This design comes from an exercise in tuning for small area and a short achievable clock period on the open sky130 flow, not from production work. In this exercise RTL edits were held to simulation tests only and were not proved equivalent to the original.

## breadboard
module breadboard(clk, reset, A, B, C, opcode, ERR_out);
  input clk;
  input reset;
  input [3:0] opcode;
  input [31:0] A;
  input [31:0] B;
  output [31:0] C;
  output ERR_out;
  reg [31:0] C;
  reg ERR_out;
  wire mul = (opcode == 4'd3);
  wire [31:0] D;
  wire [4:0] sh;
  norm nrm (.A(A), .mul(mul), .D(D), .sh(sh));
  wire z16 = sh[4];
  wire z8 = sh[3];
  wire z4 = sh[2];
  wire z2 = sh[1];
  wire z1 = sh[0];
  wire [62:0] n0 = {31'b0, B & {32{~mul}}};
  wire [62:0] n1 = z16 ? {n0[46:0], 16'b0} : n0;
  wire [62:0] n2 = z8 ? {n1[54:0], 8'b0} : n1;
  wire [62:0] n3 = z4 ? {n2[58:0], 4'b0} : n2;
  wire [62:0] n4 = z2 ? {n3[60:0], 2'b0} : n3;
  wire [62:0] N = z1 ? {n4[61:0], 1'b0} : n4;
  wire [3:0] di = D[30:27];
  wire g2_0 = (di >= 4'd0) & (di <= 4'd1);
  wire g2_1 = (di == 4'd2);
  wire g2_2 = (di >= 4'd3) & (di <= 4'd4);
  wire g2_3 = (di >= 4'd5) & (di <= 4'd7);
  wire g2_4 = (di >= 4'd8) & (di <= 4'd10);
  wire g2_5 = (di >= 4'd11) & (di <= 4'd14);
  wire g2_6 = (di == 4'd15);
  wire g1_0 = (di >= 4'd0) & (di <= 4'd7);
  wire g1_1 = (di >= 4'd8) & (di <= 4'd15);
  wire g0_0 = (di >= 4'd0) & (di <= 4'd6);
  wire g0_1 = (di >= 4'd7) & (di <= 4'd15);
  wire gm1_0 = (di == 4'd0);
  wire gm1_1 = (di >= 4'd1) & (di <= 4'd2);
  wire gm1_2 = (di == 4'd3);
  wire gm1_3 = (di >= 4'd4) & (di <= 4'd5);
  wire gm1_4 = (di >= 4'd6) & (di <= 4'd8);
  wire gm1_5 = (di >= 4'd9) & (di <= 4'd11);
  wire gm1_6 = (di >= 4'd12) & (di <= 4'd15);
  wire [17:0] gl = {gm1_6, gm1_5, gm1_4, gm1_3, gm1_2, gm1_1, gm1_0, g0_1, g0_0, g1_1, g1_0, g2_6, g2_5, g2_4, g2_3, g2_2, g2_1, g2_0};
  wire [32:0] S [0:16];
  wire [32:0] Cy [0:16];
  wire [31:0] Qp;
  wire [31:0] Qn;
  assign S[16] = {2'b0, N[62:32]};
  assign Cy[16] = 33'b0;
  genvar j;
  generate
    for (j = 15; j >= 0; j = j - 1) begin : row
      wire [32:0] s_in = S[j+1];
      wire [32:0] c_in = Cy[j+1];
      wire [6:0] yh;
      if (j == 15) begin : e0
        assign yh = s_in[32:26];
      end else begin : en
        wire yc;
        ks_add #(.W(7), .L(3)) est (.a(s_in[32:26]), .b(c_in[32:26]), .cin(1'b0), .s(yh), .cout(yc));
      end
      wire bh = B[2*j+1];
      wire bl = B[2*j];
      wire bm;
      if (j == 0) begin : b0
        assign bm = 1'b0;
  ...
For scale: roughly 49,000 um2 of cells after synthesis.
Settings: LEC_CHECK=0, CAP_MARGIN=20, CORE_MARGIN=2, CORE_UTILIZATION=60, SLEW_MARGIN=20, SYNTH_HIERARCHICAL=1; clock period 80.0 ns.
run.sh (not shown) runs the stock make flow with config.mk's settings and CLKGATE_MAP_FILE= SYNTH_SCRIPT=/design/flow/synth_recipe.tcl, a recipe that flattens the netlist after the stock synthesis.
Then changed:
CORE_UTILIZATION = 40   (was 60)
Via count goes down by a few percent.
Synthesized area stays the same.
Synthesized cell count is unchanged.
Core utilization falls by 22 points.

---

Another version of the RTL of breadboard (not shown whole).
Size: ~6300 cells after synthesis, ~51000 µm² of cells after synthesis.
Settings: LEC_CHECK=0, CAP_MARGIN=20, CORE_MARGIN=2, CORE_UTILIZATION=40, SETUP_SLACK_MARGIN=5, SLEW_MARGIN=20, SYNTH_HIERARCHICAL=1; clock period 80.0 ns.
The starting point completed without violations.
Then changed:
- SETUP_SLACK_MARGIN: 5 -> not set
=> Critical path depth drops by 3; global-route usage rises by 0.20 points.

-- static timing again, ports no longer ideal --
Ports are ideal in the flow. The routed layouts listed here were re-timed in OpenROAD.
Step 1: set_driving_cell puts a clkbuf_16 on clk and a buf_2 on each other input, an assumption about the parent block.
Step 2 adds t to the input delays and takes it off the output delays; t is the mean of the earliest and latest rising clock arrival at the registers after step 1. Input paths then give back, and output paths get back, about the clock's delay inside the block.
a / b / c = ideal ports / drivers / drivers and shift; a / b = the first two.
run | t (ns) | setup slack, ns | hold slack, ns | worst register clock-pin slew, ns | cell pins on the clock port's net
the first run of note 1 | 0.354 | 2.551 / 2.576 / 2.221 | 0.706 / 0.706 / 0.706 | 0.07 / 0.07 | 1
the second run of note 1 | 0.362 | 3.526 / 3.530 / 3.168 | 0.770 / 0.770 / 0.770 | 0.07 / 0.07 | 1
the first run of note 2 | 0.347 | 5.577 / 5.601 / 5.254 | 0.758 / 0.758 / 0.758 | 0.07 / 0.07 | 1
the second run of note 2 | 0.356 | 2.666 / 2.678 / 2.322 | 0.755 / 0.755 / 0.755 | 0.08 / 0.08 | 1
After both steps setup and hold are still met in every run listed. The setup slack of the second run of note 1, which loses most, moves by +0.004 ns with the drivers and by -0.358 ns with both steps.
